What follows belongs to an exercise in optimizing a design on an open flow for a short achievable clock period and few clock cycles; a production flow would make more cautious choices.
In this exercise RTL edits were held to simulation tests only and were not proved equivalent to the original.
Power and IR drop assume default switching activity.

===== design.v =====
module SignExtension(
  In, 
  Out
);
input signed [15:0] In; 
output signed [31:0] Out;
assign Out = In;
endmodule  
module SevenSeg(OUT,IN);
input  [3:0] IN;
output [6:0] OUT;
assign OUT =
  (IN == 4'h0) ? 7'b1000000 :
  (IN == 4'h1) ? 7'b1111001 :
  (IN == 4'h2) ? 7'b0100100 :
  (IN == 4'h3) ? 7'b0110000 :
  (IN == 4'h4) ? 7'b0011001 :
  (IN == 4'h5) ? 7'b0010010 :
  (IN == 4'h6) ? 7'b0000010 :
  (IN == 4'h7) ? 7'b1111000 :
  (IN == 4'h8) ? 7'b0000000 :
  (IN == 4'h9) ? 7'b0010000 :
  (IN == 4'hA) ? 7'b0001000 :
  (IN == 4'hb) ? 7'b0000011 :
  (IN == 4'hc) ? 7'b1000110 :
  (IN == 4'hd) ? 7'b0100001 :
  (IN == 4'he) ? 7'b0000110 :
    7'b0001110 ;
endmodule
module Fetch(
  I_CLOCK,
  I_LOCK,
  I_BranchPC,
  I_BranchAddrSelect,
  I_BranchStallSignal,
  I_DepStallSignal,
  O_LOCK,
  O_PC,
  O_IR,
  O_FetchStall,
  O_IMemAddr,
  I_IMemData
);
input I_CLOCK;
input I_LOCK;
input [16-1:0] I_BranchPC;  
input[1:0] I_BranchAddrSelect;  
input I_BranchStallSignal;  
input I_DepStallSignal;  
output reg O_LOCK;
output reg [16-1:0] O_PC;
output reg [32-1:0] O_IR;
output reg O_FetchStall; 
output [9:0] O_IMemAddr;
input [32-1:0] I_IMemData;
reg[16-1:0] PC;  
reg branchwait;
assign O_IMemAddr = (I_LOCK == 1 && I_BranchAddrSelect == 1 && branchwait == 1) ?
  I_BranchPC[11:2] : PC[11:2];
always @(negedge I_CLOCK)
begin      
   O_LOCK <= I_LOCK;
   if (I_LOCK == 0)
   begin
      PC <= 0;
      branchwait <= 0;
      O_FetchStall <= 0;
      O_IR <= I_IMemData;
      O_PC <= 16'h4;
   end 
	else  
   begin
		  if(I_BranchAddrSelect == 1 && branchwait == 1) 
        begin
            O_FetchStall <= 0;
            PC <= I_BranchPC + 16'h4;
            O_IR <= I_IMemData;
            O_PC <= I_BranchPC;
            branchwait <= 0;
        end 
		  else if(I_BranchAddrSelect == 0 && branchwait == 1)  
        begin
            O_FetchStall <= 0;
            O_IR <= I_IMemData;
				PC <= PC + 16'h4;
            O_PC <= PC;
				branchwait <= 0;
        end 
		  else if(branchwait == 1)  
        begin
            O_FetchStall <= 1;  
        end 
		  else if(I_BranchStallSignal == 1'b1)  
        begin
            O_FetchStall <= 1;  
            branchwait <= 1;
        end 
		  else if(I_DepStallSignal == 1'b1)  
		  begin
        end 
		  else  
        begin
            O_FetchStall <= 0;
            O_IR <= I_IMemData;
            PC <= PC + 16'h4;
            O_PC <= PC;
        end
   end  
end  
endmodule  
module Decode(
  I_CLOCK,
  I_LOCK,
  I_PC,
  I_IR,
  I_FetchStall,
  I_WriteBackEnable,
  I_WriteBackRegIdx,
  I_WriteBackData,
  O_LOCK,
  O_PC,
  O_Opcode,
  O_Src1Value,
  O_Src2Value,
  O_DestRegIdx,
  O_DestValue,
  O_Imm,
  O_FetchStall,
  O_DepStall,
  O_BranchStallSignal,
  O_DepStallSignal
);
input I_CLOCK;
input I_LOCK;
input [16-1:0] I_PC;
input [32-1:0] I_IR;
input I_FetchStall;
input I_WriteBackEnable;
input [3:0] I_WriteBackRegIdx;
input [16-1:0] I_WriteBackData;
output reg O_LOCK;
output reg [16-1:0] O_PC;
output reg [8-1:0] O_Opcode;
output reg [16-1:0] O_Src1Value;
output reg [16-1:0] O_Src2Value;
output reg [3:0] O_DestRegIdx;
output reg [16-1:0] O_DestValue;
output reg [16-1:0] O_Imm;
output reg O_FetchStall;
output reg O_DepStall;  
output O_DepStallSignal;
output O_BranchStallSignal;
reg [16-1:0] RF[0:16-1];  
reg RF_VALID[0:16-1];  
wire [16-1:0] Imm32;  
reg [2:0] ConditionalCode;  
reg [3:0] counter; 
integer trav;
wire __DepStallSignal;
function RegBusy;
  input [3:0] idx;
  RegBusy = (RF_VALID[idx] != 1) && !((I_WriteBackEnable == 1) && (I_WriteBackRegIdx == idx));
endfunction
assign __DepStallSignal = 
  (I_LOCK == 1'b1) ? 
   ( (I_IR[31:24] == 8'b00000001    ) ? ((I_WriteBackEnable == 1) ? ((I_WriteBackRegIdx == I_IR[19:16]) ? (1'b0) : (RF_VALID[I_IR[19:16]] != 1)) : (RF_VALID[I_IR[19:16]] != 1)) || RegBusy(I_IR[23:20]) : 
	  (I_IR[31:24] == 8'b00001001    ) ? ((I_WriteBackEnable == 1) ? ((I_WriteBackRegIdx == I_IR[19:16]) ? (1'b0) : (RF_VALID[I_IR[19:16]] != 1)) : (RF_VALID[I_IR[19:16]] != 1)) || RegBusy(I_IR[23:20]) : 
     (I_IR[31:24] == 8'b00010000       ) ? (RegBusy(I_IR[11:8]) || RegBusy(I_IR[19:16])) : 
	  (I_IR[31:24] == 8'b00010001    ) ? (RegBusy(I_IR[19:16])) : 
	  (I_IR[31:24] == 8'b00000000     ) ? ((RF_VALID[I_IR[19:16]] == 1 && RF_VALID[I_IR[11:8]] == 1) ? (1'b0) : (1'b1)) || RegBusy(I_IR[23:20]) :
	  (I_IR[31:24] == 8'b00001000     ) ? ((RF_VALID[I_IR[19:16]] == 1 && RF_VALID[I_IR[11:8]] == 1) ? (1'b0) : (1'b1)) || RegBusy(I_IR[23:20]) :
     (I_IR[31:24] == 8'b11011100       ) ? (ConditionalCode != 3'b100) : 
	  (I_IR[31:24] == 8'b11011010       ) ? (ConditionalCode != 3'b010) : 
	  (I_IR[31:24] == 8'b11011001       ) ? (ConditionalCode != 3'b001) : 
	  (I_IR[31:24] == 8'b11011110      ) ? (ConditionalCode != 3'b110) : 
	  (I_IR[31:24] == 8'b11011101      ) ? (ConditionalCode != 3'b101) : 
	  (I_IR[31:24] == 8'b11011011      ) ? (ConditionalCode != 3'b011) : 
	  (I_IR[31:24] == 8'b11011111     ) ? (ConditionalCode != 3'b111) : 
	  (I_IR[31:24] == 8'b00101010       ) ? ((I_WriteBackEnable == 1) ? ((I_WriteBackRegIdx == I_IR[23:20]) ? (1'b0) : (RF_VALID[I_IR[23:20]] != 1)) : (RF_VALID[I_IR[23:20]] != 1)) || RegBusy(I_IR[19:16]) :
	  (I_IR[31:24] == 8'b00110010       ) ? ((RF_VALID[I_IR[19:16]] == 1 && RF_VALID[I_IR[23:20]] == 1) ? (1'b0) : (1'b1)) :
	  (I_IR[31:24] == 8'b11100000       ) ? ((I_WriteBackEnable == 1) ? ((I_WriteBackRegIdx == I_IR[19:16]) ? (1'b0) : (RF_VALID[I_IR[19:16]] != 1)) : (RF_VALID[I_IR[19:16]] != 1)) :
	  (I_IR[31:24] == 8'b11110000       ) ? (1'b0) :
	  (I_IR[31:24] == 8'b11111000      ) ? ((I_WriteBackEnable == 1) ? ((I_WriteBackRegIdx == I_IR[19:16]) ? (1'b0) : (RF_VALID[I_IR[19:16]] != 1)) : (RF_VALID[I_IR[19:16]] != 1)) :
     (1'b0)
    ) : (1'b0);
assign O_DepStallSignal = (__DepStallSignal);
wire IsJump = (I_IR[31:24] == 8'b11100000 || I_IR[31:24] == 8'b11110000 || I_IR[31:24] == 8'b11111000);
wire IsBranchOrJump = (I_IR[31:27] == 5'b11011) || IsJump;
assign O_BranchStallSignal = 
  (I_LOCK == 1'b1) ? 
    ((I_IR[31:24] == 8'b11011100  ) ? (1'b1) : 
     (I_IR[31:24] == 8'b11011010  ) ? (1'b1) : 
     (I_IR[31:24] == 8'b11011001  ) ? (1'b1) : 
     (I_IR[31:24] == 8'b11011110 ) ? (1'b1) : 
     (I_IR[31:24] == 8'b11011101 ) ? (1'b1) : 
     (I_IR[31:24] == 8'b11011011 ) ? (1'b1) : 
     (I_IR[31:24] == 8'b11011111) ? (1'b1) : 
     (I_IR[31:24] == 8'b11100000  ) ? (1'b1) : 
     (I_IR[31:24] == 8'b11110000  ) ? (1'b1) : 
     (I_IR[31:24] == 8'b11111000 ) ? (1'b1) : 
     (1'b0)
    ) : (1'b0);
always @(posedge I_CLOCK)
begin
  if (I_LOCK == 1'b1)
  begin
	 if(I_WriteBackEnable == 1)
	 begin
		RF[I_WriteBackRegIdx] <= I_WriteBackData;
		if($signed(I_WriteBackData) > 0)
		begin
			ConditionalCode <= 3'b001;
		end else
		if($signed(I_WriteBackData) == 0)
		begin
			ConditionalCode <= 3'b010;
		end else
		if($signed(I_WriteBackData) < 0)
		begin
			ConditionalCode <= 3'b100;
		end
	 end
  end  
  else
  begin
    for (trav = 0; trav < 16; trav = trav + 1)
      RF[trav] <= 0;
    ConditionalCode <= 0;
  end
end  
always @(negedge I_CLOCK)
begin
  O_LOCK <= I_LOCK;
  O_FetchStall <= I_FetchStall;
  O_DepStall <= I_LOCK;  
  if(counter == 0)
  begin
	O_PC <= I_PC;
  end
  else
  begin
  O_PC <= I_PC;
  end
  if (I_LOCK == 1'b1)
  begin
	  if(I_WriteBackEnable == 1)
	  begin
		RF_VALID[I_WriteBackRegIdx] <= 1'b1;
	  end
	  if(IsBranchOrJump || counter >= 1)
	  begin
		counter <= counter + 1'b1;
	  end
	  else
	  begin
		counter <= 0;
	  end
	  if(I_FetchStall && counter <= 2 && !((I_IR[31:24] == 8'b11100000 || I_IR[31:24] == 8'b11110000 || I_IR[31:24] == 8'b11111000) && !__DepStallSignal))
		  begin 
		  end
     else if((counter >= 4'b0100 && IsBranchOrJump && !(IsJump && __DepStallSignal)) || (!IsBranchOrJump && !__DepStallSignal))
     begin
	   O_Opcode <= I_IR[31:24];
	   counter <= 0;
		O_FetchStall <= 0;
		O_DepStall <= 0;
			 case(I_IR[31:24]) 
					8'b00000001:
						 begin
							  O_DestRegIdx <= I_IR[23:20];
							  O_DestValue <= RF[I_IR[23:20]];
							  RF_VALID[I_IR[23:20]] <= 1'b0;
							  O_Src1Value <= RF[I_IR[19:16]];
							  O_Imm <= Imm32;
						 end
					8'b00000000:
						 begin
							  O_DestRegIdx <= I_IR[23:20];
							  O_DestValue <= RF[I_IR[23:20]];
							  RF_VALID[I_IR[23:20]] <= 1'b0;
							  O_Src1Value <= RF[I_IR[19:16]];
							  O_Src2Value <= RF[I_IR[11:8]];
						 end
					8'b00001000:
						 begin
							  O_DestRegIdx <= I_IR[23:20];
							  O_DestValue <= RF[I_IR[23:20]];
							  RF_VALID[I_IR[23:20]] <= 1'b0;
							  O_Src1Value <= RF[I_IR[19:16]];
							  O_Src2Value <= RF[I_IR[11:8]];
						 end
					8'b00001001:
						 begin
							  O_DestRegIdx <= I_IR[23:20];
							  O_DestValue <= RF[I_IR[23:20]];
							  RF_VALID[I_IR[23:20]] <= 1'b0;
							  O_Src1Value <= RF[I_IR[19:16]];
							  O_Imm <= Imm32;
						 end
					8'b00010001:
						 begin
							  O_DestRegIdx <= I_IR[19:16];
							  O_Src1Value <= RF[I_IR[19:16]];
							  RF_VALID[I_IR[19:16]] <= 1'b0;
							  O_Imm <= Imm32;
						 end
					8'b00010000:
						 begin
							  O_DestRegIdx <= I_IR[19:16];
							  O_Src1Value <= RF[I_IR[19:16]];
							  RF_VALID[I_IR[19:16]] <= 1'b0;
							  O_Src2Value <= RF[I_IR[11:8]];
						 end
					8'b00101010:
						 begin
							  O_DestRegIdx <= I_IR[23:20];
							  O_DestValue <= RF[I_IR[23:20]];
							  RF_VALID[I_IR[23:20]] <= 1'b0;
							  O_Src1Value <= RF[I_IR[19:16]];
							  O_Imm <= Imm32;
						 end
					8'b00110010:
						 begin
							  O_DestValue <= RF[I_IR[23:20]];
							  O_Src1Value <= RF[I_IR[19:16]];
							  O_Imm <= Imm32;
						 end
					8'b11100000:
						 begin
							  O_Src1Value <= RF[I_IR[19:16]];
						 end
					8'b11110000:
						 begin
							  O_Imm <= Imm32;
						 end
					8'b11111000:
						 begin
							  O_DestRegIdx <= I_IR[19:16];
							  O_Src1Value <= RF[I_IR[19:16]];
						 end 
						 8'b11011100:
						 begin
							  O_Imm <= I_IR[15:0];
							  O_DestValue <= ConditionalCode;
						 end 
					8'b11011010:
						 begin
							  O_Imm <= I_IR[15:0];
							  O_DestValue <= ConditionalCode;
						 end
					8'b11011001:
						 begin
							  O_Imm <= I_IR[15:0];
							  O_DestValue <= ConditionalCode;
						 end
					8'b11011110:
						 begin
							  O_Imm <= I_IR[15:0];
							  O_DestValue <= ConditionalCode;
						 end
					8'b11011101:
						 begin
							  O_Imm <= I_IR[15:0];
							  O_DestValue <= ConditionalCode;
						 end
					8'b11011011:
						 begin
							  O_Imm <= I_IR[15:0];
							  O_DestValue <= ConditionalCode;
						 end
					8'b11011111:
						 begin
							  O_Imm <= I_IR[15:0];
							  O_DestValue <= ConditionalCode;
						 end
			  endcase
		  end    
  end  
  else
  begin
    for (trav = 0; trav < 16; trav = trav + 1)
      RF_VALID[trav] <= 1'b1;
    counter <= 0;
    O_Opcode <= 0;
  end
end  
SignExtension SE0(.In(I_IR[15:0]), .Out(Imm32));
endmodule  
module Execute(
  I_CLOCK,
  I_LOCK,
  I_PC,
  I_Opcode,
  I_Src1Value,
  I_Src2Value,
  I_DestRegIdx,
  I_Imm,
  I_DestValue,
  I_FetchStall,
  I_DepStall,
  O_LOCK,
  O_ALUOut,
  O_Opcode,
  O_DestRegIdx,
  O_DestValue,
  O_FetchStall,
  O_DepStall
);
input I_CLOCK;
input I_LOCK;
input [16-1:0] I_PC;
input [8-1:0] I_Opcode;
input [3:0] I_DestRegIdx;
input [16-1:0] I_Src1Value;
input [16-1:0] I_Src2Value;
input [16-1:0] I_Imm;
input [16-1:0] I_DestValue;
input I_FetchStall;
input I_DepStall;
output reg O_LOCK;
output reg [16-1:0] O_ALUOut;
output reg [8-1:0] O_Opcode;
output reg [3:0] O_DestRegIdx;
output reg [16-1:0] O_DestValue;
output reg O_FetchStall;
output reg O_DepStall;
always @(negedge I_CLOCK)
begin
  O_LOCK <= I_LOCK;
  if(I_LOCK == 1'b1) 
  begin
	  O_FetchStall <= I_FetchStall;
	  O_DepStall <= I_DepStall;
	  if(I_DepStall || I_FetchStall)
	  begin
	  end
	  else
	  begin
	  O_DestRegIdx <= I_DestRegIdx;
	  O_DestValue <= I_DestValue;
	  O_Opcode <= I_Opcode;
		case(I_Opcode)
			8'b00000000: O_ALUOut <= I_Src1Value + I_Src2Value;
			8'b00000001: O_ALUOut <= I_Src1Value + I_Imm;
			8'b00001000: O_ALUOut <= I_Src1Value & I_Src2Value;
			8'b00001001: O_ALUOut <= I_Src1Value & I_Imm;
			8'b00010000: O_ALUOut <= I_Src2Value;
			8'b00010001: O_ALUOut <= I_Imm;
			8'b00101010: O_ALUOut <= I_Src1Value + I_Imm;
			8'b00110010: O_ALUOut <= I_Src1Value + I_Imm;
			8'b11011100: O_ALUOut <=   I_PC + (I_Imm<<2) + 16'h4;
			8'b11011010: O_ALUOut <=   I_PC + (I_Imm<<2) + 16'h4;
			8'b11011001: O_ALUOut <=   I_PC + (I_Imm<<2) + 16'h4;
			8'b11011110: O_ALUOut <=  I_PC + (I_Imm<<2) + 16'h4;
			8'b11011101: O_ALUOut <=  I_PC + (I_Imm<<2) + 16'h4;
			8'b11011011: O_ALUOut <=  I_PC + (I_Imm<<2) + 16'h4;
			8'b11011111: O_ALUOut <= I_PC + (I_Imm<<2) + 16'h4;
			8'b11100000: O_ALUOut <= I_Src1Value;
			8'b11110000: 
			 begin
				O_DestValue <= (I_PC + 16'h4);
				O_ALUOut <= I_PC + (I_Imm<<2) + 16'h4;	
			 end
			8'b11111000: 
			 begin
				O_DestValue <= (I_PC + 16'h4);
				O_ALUOut <= I_PC + (I_Src1Value<<2) + 16'h4;
			 end
		 endcase
	  end
  end  
  else
  begin
    O_ALUOut <= 0;  
  end
end  
endmodule  
module Memory(
  I_CLOCK,
  I_LOCK,
  I_ALUOut,
  I_Opcode,
  I_DestRegIdx,
  I_DestValue,
  I_FetchStall,
  I_DepStall,
  O_LOCK,
  O_ALUOut,
  O_Opcode,
  O_MemOut,
  O_DestRegIdx,
  O_BranchPC,
  O_BranchAddrSelect,
  O_FetchStall,
  O_DepStall,
  O_LEDR,
  O_LEDG,
  O_HEX0,
  O_HEX1,
  O_HEX2,
  O_HEX3,
  O_DMemAddr,
  O_DMemWE,
  O_DMemWData,
  I_DMemRData
);
input I_CLOCK;
input I_LOCK;
input [16-1:0] I_ALUOut;
input [8-1:0] I_Opcode;
input [3:0] I_DestRegIdx;
input [16-1:0] I_DestValue;
input I_FetchStall;
input I_DepStall;
output reg O_LOCK;
output reg [16-1:0] O_ALUOut;
output reg [8-1:0] O_Opcode;
output reg [3:0] O_DestRegIdx;
output reg [16-1:0] O_MemOut;
output reg O_FetchStall;
output reg O_DepStall;
output reg [16-1:0] O_BranchPC;
output reg [1:0] O_BranchAddrSelect;
output [9:0] O_LEDR;
output [7:0] O_LEDG;
output [6:0] O_HEX0, O_HEX1, O_HEX2, O_HEX3;
output [9:0] O_DMemAddr;
output O_DMemWE;
output [16-1:0] O_DMemWData;
input [16-1:0] I_DMemRData;
assign O_DMemAddr = I_ALUOut[9:0];
assign O_DMemWE = (I_LOCK == 1'b1) && (I_FetchStall == 1'b0) && (I_DepStall == 1'b0) && (I_Opcode == 8'b00110010);
assign O_DMemWData = I_DestValue;
always @(negedge I_CLOCK)
begin
  O_LOCK <= I_LOCK;
  O_BranchAddrSelect <=2'b10;
  O_FetchStall <= I_FetchStall;
  O_DepStall <= I_DepStall;
  if (I_LOCK == 1'b1)
  begin
	 if(I_FetchStall || I_DepStall)
	 begin 
	 end
	 else
	 begin
	 O_ALUOut <= I_ALUOut;
	 O_Opcode <= I_Opcode;
	 O_DestRegIdx <= I_DestRegIdx;
		case(I_Opcode)
			8'b00101010:
				begin
					O_MemOut <= I_DMemRData;
				end
			8'b00110010:   
				begin
				end
			8'b11011100: 
				begin
					if(I_DestValue[2:0] == 3'b100)
					begin
						O_BranchAddrSelect <= 1'b1;
					end
					else
					begin
						O_BranchAddrSelect <= 1'b0;
					end
					O_BranchPC <= I_ALUOut;
				end
			8'b11011010: 
				begin
					if(I_DestValue[2:0] == 3'b010)
					begin
						O_BranchAddrSelect <= 1'b1;
					end
					else
					begin
						O_BranchAddrSelect <= 1'b0;
					end
					O_BranchPC <= I_ALUOut;
				end
			8'b11011001: 
				begin
					if(I_DestValue[2:0] == 3'b001)
					begin
						O_BranchAddrSelect <= 1'b1;
					end
					else
					begin
						O_BranchAddrSelect <= 1'b0;
					end
					O_BranchPC <= I_ALUOut;
				end
			8'b11011110: 
				begin
					if(I_DestValue[2:0] == 3'b100 || I_DestValue[2:0] == 3'b010)
					begin
						O_BranchAddrSelect <= 1'b1;
					end
					else
					begin
						O_BranchAddrSelect <= 1'b0;
					end
					O_BranchPC <= I_ALUOut;
				end
			8'b11011101: 
				begin
					if(I_DestValue[2:0] == 3'b100 || I_DestValue[2:0] == 3'b001)
					begin
						O_BranchAddrSelect <= 1'b1;
					end
					else
					begin
						O_BranchAddrSelect <= 1'b0;
					end
					O_BranchPC <= I_ALUOut;
				end
			8'b11011011: 
				begin
					if(I_DestValue[2:0] == 3'b010 || I_DestValue[2:0] == 3'b001)
					begin
						O_BranchAddrSelect <= 1'b1;
					end
					else
					begin
						O_BranchAddrSelect <= 1'b0;
					end
					O_BranchPC <= I_ALUOut;
				end	
			8'b11011111: 
				begin
					if(I_DestValue[2:0] == 3'b100 || I_DestValue[2:0] == 3'b010 || I_DestValue[2:0] == 3'b001)
					begin
						O_BranchAddrSelect <= 1'b1;
					end
					else
					begin
						O_BranchAddrSelect <= 1'b0;
					end
					O_BranchPC <= I_ALUOut;
				end	
			8'b11100000: 
				begin
					O_BranchAddrSelect <= 1'b1;
					O_BranchPC <= I_ALUOut;
				end	
			8'b11110000: 
				begin
					O_BranchAddrSelect <= 1'b1;
					O_BranchPC <= I_ALUOut;
					O_ALUOut <= I_DestValue;
				end	
			8'b11111000: 
				begin
					O_BranchAddrSelect <= 1'b1;
					O_BranchPC <= I_ALUOut;
					O_ALUOut <= I_DestValue;
				end	
		endcase
	end
  end 
  else  
  begin
    O_BranchAddrSelect <= 1'b0;
  end  
end  
reg [15:0] HexOut;
reg [9:0] LedROut;
reg [7:0] LedGOut;
always @(negedge I_CLOCK)
begin
	if (I_LOCK == 0) begin
		HexOut <= 16'hDEAD;
      LedGOut <= 8'b11111111;
      LedROut <= 10'b1111111111;
   end else begin  
		if ((I_FetchStall == 1'b0) && (I_DepStall == 1'b0)) begin
			if (I_Opcode == 8'b00110010) begin
				if (I_ALUOut[9:0] == 1022)
					HexOut <= I_DestValue;
				else if (I_ALUOut[9:0] == 1020)
					LedROut <= I_DestValue;
				else if (I_ALUOut[9:0] == 1021)
					LedGOut <= I_DestValue;
			end  
		end  
	end  
end  
SevenSeg sseg0(.OUT(O_HEX3), .IN(HexOut[15:12]));
SevenSeg sseg1(.OUT(O_HEX2), .IN(HexOut[11:8]));
SevenSeg sseg2(.OUT(O_HEX1), .IN(HexOut[7:4]));
SevenSeg sseg3(.OUT(O_HEX0), .IN(HexOut[3:0]));
assign O_LEDR = LedROut;
assign O_LEDG = LedGOut;
endmodule  
module Writeback(
  I_CLOCK,
  I_LOCK,
  I_Opcode,
  I_ALUOut,
  I_MemOut,
  I_DestRegIdx,
  I_FetchStall,
  I_DepStall,
  O_WriteBackEnable,
  O_WriteBackRegIdx,
  O_WriteBackData
);
input I_CLOCK;
input I_LOCK;
input I_FetchStall;
input [8-1:0] I_Opcode;
input [3:0] I_DestRegIdx;
input [16-1:0] I_ALUOut;
input [16-1:0] I_MemOut;
input I_DepStall;
output O_WriteBackEnable;
output [3:0] O_WriteBackRegIdx;
output [16-1:0] O_WriteBackData;
assign O_WriteBackEnable = 
  ((I_LOCK == 1'b1) && (I_FetchStall == 1'b0)) ? 
    ((I_DepStall == 1'b0) ?
      ((I_Opcode == 8'b00000000 ) ? (1'b1) :
       (I_Opcode == 8'b00000001) ? (1'b1) :
       (I_Opcode == 8'b00010001) ? (1'b1) :
		 (I_Opcode == 8'b00001000)  ? (1'b1) :
		 (I_Opcode == 8'b00001001) ? (1'b1) :
		 (I_Opcode == 8'b00010000)    ? (1'b1) :
       (I_Opcode == 8'b11111000  ) ? (1'b1) :   
		 (I_Opcode == 8'b11110000  )  ? (1'b1) :
		 (I_Opcode == 8'b00101010  )  ? (1'b1) : 	 
       (1'b0)
      ) : (1'b0)
    ) : (1'b0);
assign O_WriteBackRegIdx = 
  ((I_LOCK == 1'b1) && (I_FetchStall == 1'b0)) ? 
    ((I_DepStall == 1'b0) ?
      ((I_Opcode == 8'b00000000 ) ? (I_DestRegIdx) :
       (I_Opcode == 8'b00000001) ? (I_DestRegIdx) :
       (I_Opcode == 8'b00010001) ? (I_DestRegIdx) :
		 (I_Opcode == 8'b00001000)  ? (I_DestRegIdx) :
		 (I_Opcode == 8'b00001001) ? (I_DestRegIdx) :
		 (I_Opcode == 8'b00010000)    ? (I_DestRegIdx) :
		 (I_Opcode == 8'b00101010)    ? (I_DestRegIdx) : 
		 (I_Opcode == 8'b11111000)   ?(7) : 
		 (I_Opcode == 8'b11110000)    ? (7) : 
       (4'h0)
      ) : (1'b0)
    ) : (1'b0);
assign O_WriteBackData = 
  ((I_LOCK == 1'b1) && (I_FetchStall == 1'b0)) ? 
    ((I_DepStall == 1'b0) ?
      ((I_Opcode == 8'b00000000 ) ? (I_ALUOut) :
       (I_Opcode == 8'b00000001) ? (I_ALUOut) :
       (I_Opcode == 8'b00010001) ? (I_ALUOut) :
		 (I_Opcode == 8'b00001000)  ? (I_ALUOut) :
		 (I_Opcode == 8'b00001001) ? (I_ALUOut) :
		 (I_Opcode == 8'b00010000)    ? (I_ALUOut) :
		 (I_Opcode == 8'b11111000)   ? (I_ALUOut) :
		 (I_Opcode == 8'b11110000)    ? (I_ALUOut) :
		 (I_Opcode == 8'b00101010)    ? (I_MemOut) : 
       (16'h0000)
      ) : (1'b0)
    ) : (1'b0);
endmodule  
module hw5_cpu(
  clk,
  rst_n,
  imem_addr,
  imem_data,
  dmem_addr,
  dmem_we,
  dmem_wdata,
  dmem_rdata,
  LEDR, LEDG,
  HEX0, HEX1, HEX2, HEX3
);
input clk;
input rst_n;
output [9:0] imem_addr;
input [32-1:0] imem_data;
output [9:0] dmem_addr;
output dmem_we;
output [16-1:0] dmem_wdata;
input [16-1:0] dmem_rdata;
output [9:0] LEDR;
output [7:0] LEDG;
output [6:0] HEX0, HEX1, HEX2, HEX3;
wire LOCK_FD;
wire [16-1:0] PC_FD;
wire [32-1:0] IR_FD;
wire [16-1:0] BranchPC_FM;
wire [1:0] BranchAddrSelect_FM;
wire DepStallSignal_FD;
wire BranchStallSignal_FD;
wire FetchStall_FD;
Fetch Fetch0(
  .I_CLOCK(clk),
  .I_LOCK(rst_n),
  .I_BranchPC(BranchPC_FM),
  .I_BranchAddrSelect(BranchAddrSelect_FM),
  .I_BranchStallSignal(BranchStallSignal_FD),
  .I_DepStallSignal(DepStallSignal_FD),
  .O_LOCK(LOCK_FD),
  .O_FetchStall(FetchStall_FD),
  .O_PC(PC_FD),
  .O_IR(IR_FD),
  .O_IMemAddr(imem_addr),
  .I_IMemData(imem_data)
);
wire WritebackEnable_WD;
wire [3:0] WriteBackRegIdx_WD;
wire [16-1:0] WritebackData_WD;
wire LOCK_DE;
wire [16-1:0] PC_DE;
wire [8-1:0] Opcode_DE;
wire [16-1:0] Src1Value_DE;
wire [16-1:0] Src2Value_DE;
wire [3:0] DestRegIdx_DE;
wire [16-1:0] DestValue_DE;
wire [16-1:0] Imm_DE;
wire FetchStall_DE;
wire DepStall_DE;
Decode Decode0(
  .I_CLOCK(clk),
  .I_LOCK(LOCK_FD),
  .I_FetchStall(FetchStall_FD),
  .I_PC(PC_FD),
  .I_IR(IR_FD),
  .I_WriteBackEnable(WritebackEnable_WD),
  .I_WriteBackRegIdx(WriteBackRegIdx_WD),
  .I_WriteBackData(WritebackData_WD),
  .O_DepStallSignal(DepStallSignal_FD),
  .O_BranchStallSignal(BranchStallSignal_FD),
  .O_LOCK(LOCK_DE),
  .O_FetchStall(FetchStall_DE),
  .O_PC(PC_DE),
  .O_Opcode(Opcode_DE),
  .O_DepStall(DepStall_DE),
  .O_Src1Value(Src1Value_DE),
  .O_Src2Value(Src2Value_DE),
  .O_DestRegIdx(DestRegIdx_DE),
  .O_DestValue(DestValue_DE),
  .O_Imm(Imm_DE)
);
wire LOCK_EM;
wire [16-1:0] ALUOut_EM;
wire [8-1:0] Opcode_EM;
wire [3:0] DestRegIdx_EM;
wire [16-1:0] DestValue_EM;
wire FetchStall_EM;
wire DepStall_EM;
Execute Execute0(
  .I_CLOCK(clk),
  .I_LOCK(LOCK_DE),
  .I_FetchStall(FetchStall_DE),
  .I_PC(PC_DE),
  .I_Opcode(Opcode_DE),
  .I_Src1Value(Src1Value_DE),
  .I_Src2Value(Src2Value_DE),
  .I_DestRegIdx(DestRegIdx_DE),
  .I_DestValue(DestValue_DE),
  .I_Imm(Imm_DE),
  .I_DepStall(DepStall_DE),
  .O_LOCK(LOCK_EM),
  .O_FetchStall(FetchStall_EM),
  .O_ALUOut(ALUOut_EM),
  .O_Opcode(Opcode_EM),
  .O_DestRegIdx(DestRegIdx_EM),
  .O_DestValue(DestValue_EM),
  .O_DepStall(DepStall_EM)
);
wire LOCK_MW;
wire [16-1:0] ALUOut_MW;
wire [8-1:0] Opcode_MW;
wire [16-1:0] MemOut_MW;
wire [3:0] DestRegIdx_MW;
wire FetchStall_MW;
wire DepStall_MW;
Memory Memory0(
  .I_CLOCK(clk),
  .I_LOCK(LOCK_EM),
  .I_FetchStall(FetchStall_EM),
  .I_ALUOut(ALUOut_EM),
  .I_Opcode(Opcode_EM),
  .I_DestRegIdx(DestRegIdx_EM),
  .I_DestValue(DestValue_EM),
  .I_DepStall(DepStall_EM),
  .O_BranchPC(BranchPC_FM),
  .O_BranchAddrSelect(BranchAddrSelect_FM),
  .O_LOCK(LOCK_MW),
  .O_FetchStall(FetchStall_MW),
  .O_ALUOut(ALUOut_MW),
  .O_Opcode(Opcode_MW),
  .O_MemOut(MemOut_MW),
  .O_DestRegIdx(DestRegIdx_MW),
  .O_DepStall(DepStall_MW),
  .O_LEDR(LEDR),
  .O_LEDG(LEDG),
  .O_HEX0(HEX0),
  .O_HEX1(HEX1),
  .O_HEX2(HEX2),
  .O_HEX3(HEX3),
  .O_DMemAddr(dmem_addr),
  .O_DMemWE(dmem_we),
  .O_DMemWData(dmem_wdata),
  .I_DMemRData(dmem_rdata)
);
Writeback Writeback0(
  .I_CLOCK(clk),
  .I_LOCK(LOCK_MW),
  .I_FetchStall(FetchStall_MW),
  .I_ALUOut(ALUOut_MW),
  .I_Opcode(Opcode_MW),
  .I_MemOut(MemOut_MW),
  .I_DestRegIdx(DestRegIdx_MW),
  .I_DepStall(DepStall_MW),
  .O_WriteBackEnable(WritebackEnable_WD),
  .O_WriteBackRegIdx(WriteBackRegIdx_WD),
  .O_WriteBackData(WritebackData_WD)
);
endmodule  

===== run.sh =====
#!/bin/bash
# synth_recipe.tcl (not shown) runs the flow's synth.tcl, then flattens the netlist and writes it again
# the make line also repeats each setting of config.mk as NAME=value (left out here)
make -C /OpenROAD-flow-scripts/flow DESIGN_CONFIG=/design/flow/config.mk WORK_HOME=/design/flow/orfs CLKGATE_MAP_FILE= SYNTH_SCRIPT=/design/flow/synth_recipe.tcl finish

===== config.mk =====
export PLATFORM = sky130hd
export DESIGN_NAME = hw5_cpu
export DESIGN_NICKNAME = hw5_cpu
export VERILOG_FILES = /design/flow/design.v
export SDC_FILE = /design/flow/constraint.sdc
export NUM_CORES = 4
export LEC_CHECK = 0
export CAP_MARGIN = 20
export CORE_MARGIN = 2
export CORE_UTILIZATION = 40
export SLEW_MARGIN = 20

===== constraint.sdc =====
create_clock -name core_clock -period 12.0 [get_ports {clk}]
set_input_delay 2.4000 -clock core_clock [delete_from_list [all_inputs] [get_ports {clk}]]
set_output_delay 2.4000 -clock core_clock [all_outputs]
set_load 0.01 [all_outputs]

==> notes.md <==
[metal layers]
metal	vias to the layer above	global-route usage	share of wire
met3	283	0.05664	0.085
met4	2	0.1177	0.044
met5	-	0	0.00011
met2	1349	0.4048	0.47
met1	13061	0.3287	0.41
li1	12270	-	-
[cell usage after synthesis, types with 10 or more instances]
master / number / area [µm²]
nor2_1: 268 / 1006
nor4_1: 14 / 87.58
buf_4: 11 / 82.58
and3_1: 18 / 112.6
ha_1: 70 / 875.8
xor2_1: 33 / 289.0
mux4_2: 254 / 5720
a31oi_1: 27 / 168.9
a21oi_1: 270 / 1351
o31ai_1: 17 / 127.6
mux2_2: 67 / 754.5
dfxtp_1: 409 / 8188
o211ai_1: 13 / 97.59
o21ai_0: 77 / 385.4
nor2b_1: 31 / 193.9
nand2b_1: 32 / 200.2
a211oi_1: 39 / 292.8
or2_2: 11 / 68.82
nand3_1: 92 / 460.4
clkbuf_1: 183 / 686.9
nor3_1: 39 / 195.2
buf_1: 27 / 101.4
inv_1: 51 / 191.4
mux2i_1: 102 / 1021
or3_1: 10 / 62.56
o22ai_1: 15 / 93.84
a22oi_1: 11 / 82.58
a21o_1: 24 / 180.2
a221oi_1: 11 / 96.34
xnor2_1: 31 / 271.5
a21boi_0: 14 / 105.1
nor3b_1: 12 / 90.09
nand2_1: 482 / 1809
edfxtp_1: 190 / 5705
[per-stage QoR]
step	utilization	hold WS, ns	total power [mW]	setup WS (ns)
3_5_place_dp	0.4324	0.3380	2.758	1.601
2_1_floorplan	-	0.3290	2.618	1.270
3_3_place_gp	0.4324	0.3339	2.758	1.633
4_1_cts	0.4793	0.3356	5.372	0.9015
6_report	0.4797	0.3340	5.332	0.9230
5_1_grt	0.4797	0.3417	5.573	0.7685
[worst register-to-register path: cells and delay by family, from the launching register on]
family / cells / cell delay (ns)
simple gates: 9 / 3.21
flops: 1 / 0.41
compound gates: 1 / 0.12
buf+inv: 1 / 0.38
[power groups by stage]
| stage | combinational, mW | clock [mW] | sequential, mW |
|---|---|---|---|
| after CTS | 0.355 | 2.81 | 2.20 |
| after global placement | 0.353 | 0.170 | 2.24 |
| after global routing | 0.382 | 2.99 | 2.20 |
| after detailed placement | 0.353 | 0.170 | 2.24 |
| final | 0.359 | 2.77 | 2.20 |
| after floorplan | 0.245 | 0.170 | 2.20 |
[sequential cells by signal (all words and copies together), names as in the netlist, 8 cells and up, named ones only]
register              flops
Decode0.O_PC             16
Memory0.LedROut          10
Decode0.O_DestValue      16
Memory0.HexOut           16
Decode0.O_Src1Value      16
Decode0.RF_VALID         16
Memory0.LedGOut           8
Decode0.O_Opcode          8
Fetch0.O_PC              16
Execute0.O_DestValue     16
Memory0.O_MemOut         16
Memory0.O_ALUOut         16
Decode0.O_Imm            16
Memory0.O_BranchPC       16
Execute0.O_Opcode         8
Fetch0.O_IR              32
Execute0.O_ALUOut        16
Decode0.O_Src2Value      16
Fetch0.PC                16
Memory0.O_Opcode          8
Decode0.RF              256
[cells by family after synthesis]
kind of cell,Yosys count,share of synthesized area
buffers and inverters,284,0.03522
AO/OA/AOI/OAI,600,0.1147
flip-flops,599,0.4288
adder cells (fa/ha/maj),73,0.02889
XOR/XNOR,64,0.01730
multiplexers,425,0.2321
AND/OR/NAND/NOR,1053,0.1430
[final timing paths]
| kind | slack, ns | cells after the start | to | start |
|---|---|---|---|---|
| max | 0.92 | 5 | imem_addr[5] | Fetch0.branchwait$_SDFF_NP0_ |
| max reg2reg | 1.71 | 11 | Decode0.ConditionalCode[1]$_SDFFE_PN0P_ | Memory0.O_Opcode[2]$_DFFE_NP_ |
| min reg2reg | 0.33 | 0 | Decode0.O_PC[1]$_DFF_N_ | Fetch0.O_PC[1]$_SDFFE_NN0P_ |
| min | 0.33 | 0 | Decode0.O_PC[1]$_DFF_N_ | Fetch0.O_PC[1]$_SDFFE_NN0P_ |
[final cells by class]
class	count	area, µm²	share of cell area
antenna	2	5.005	0.0001297
clock buffer	86	2001	0.05186
sequential	599	13890	0.3601
timing repair buffer	213	1949	0.05053
inverter	51	198.9	0.005157
tap	1060	1326	0.03438
clock inverter	383	1769	0.04586
multi-input combinational	2215	17440	0.4520
==> impl_metrics.tcl <==
set metrics [dict create \
    outcome "timing/DRC/antenna clean" \
    end_kind "output port" \
    num_io_pins 133 \
    cp.arrival_ns 8.68 \
    yosysWarnings 5 \
    p_per_area_nw_per_um2 138.2 \
    relSlewSlack 0.2093 \
    root_buffer "clkbuf_16" \
    synth_async_sr_flop_share 0 \
    clock-skew-final_ns 0.06551 \
    synth_edf_count 190 \
    drc 0 \
    syn_area_per_cell_um2 10.46 \
    grt_pass1_vias 26028 \
    hold_buffers 0 \
    maxSlewViolCount 0 \
    die_y_um 288.6 \
    path_clk_slew_ns 0.05 \
    cts_buffers 70 \
    cts.sinks 599 \
    leakage_nw 14.99 \
    crit_type "flop to output port" \
    htreeDepth 3 \
    grt_overflow 0 \
    p_sw_mw 1.480 \
    final_common_cell "nand2_1" \
    first_pass_iters 8 \
    critPathMaxStageDelay_ns 0.53 \
    dpl_cell_area_um2 34770 \
    syn-cell-area_um2 32400 \
    tritoncts "done" \
    wire_per_inst_um 23.33 \
    syn_inst 3098 \
    dpl.cell_count 4138 \
    syn_nets 3221 \
    worst_pin_slew_ns 1.183 \
    post_cts_resized 0 \
    post_cts_buffers 0 \
    synth-seq-cells 599 \
    wirelength_um 107500 \
    drv_cap 0 \
    finalHoldViolations 0 \
    vias 26965 \
    cts_buffer_depth 3 \
    drive_gt1_frac 0.1590 \
    hold_class "flop to flop" \
    antenna_left 0 \
    die_w_um 288.6 \
    routabilityCongestion 0.9181 \
    fin_cells 4609 \
    fin_area_um2 38580 \
    drt_iter0_drc 2806 \
    rows 104 \
    fillers 7430 \
    p_int_mw 3.852 \
    cp_max_fo 11 \
    seq_area_frac_synth 0.4288 \
    dieArea_um2 83290 \
    ys.flop_type "dfxtp_1" \
    coreArea_um2 80420 \
    syn2layout_area_growth_pct 19.08 \
    p_clk_frac 0.520 \
    max-vdd-ir-drop_v 0.00009263 \
    crit_buf_inv 1 \
    via_per_inst 5.851 \
    grt_usage 0.2536 \
    clock_latency_ns 0.67 \
    setup_viol 0 \
    cp_cell_sequence "nor2b_1 > and2_1 > nand2_1 > mux2_2 > clkdlybuf4s50_1" \
    netSwitchingFraction 0.2776 \
    crit_required_ns 9.60 \
    final_cell_mix "481 x nand2_1, 409 x dfxtp_1, 396 x inv_1" \
    dp.final_hpwl_um 70370 \
    initial_utilization 0.4029 \
    startpoint_type "flop" \
    io_buffers 132 \
    antenna_found_initial 4 \
    combPwrFrac 0.067 \
    fin_setup_tns_ns 0 \
    critPathSlowestCell "clkdlybuf4s50_1" \
    rsz0062_at_grt "false" \
    grt_max_degree 120 \
    crit_family "simple AND/OR/NAND/NOR gates" \
    grt_pass1_wl_um 159600 \
    seqPwrFrac 0.413 \
    nets 3613 \
    yosysUniqueCellTypes 85 \
]
Testbench counts, summed over its fixed seeds: cycles 43,176.
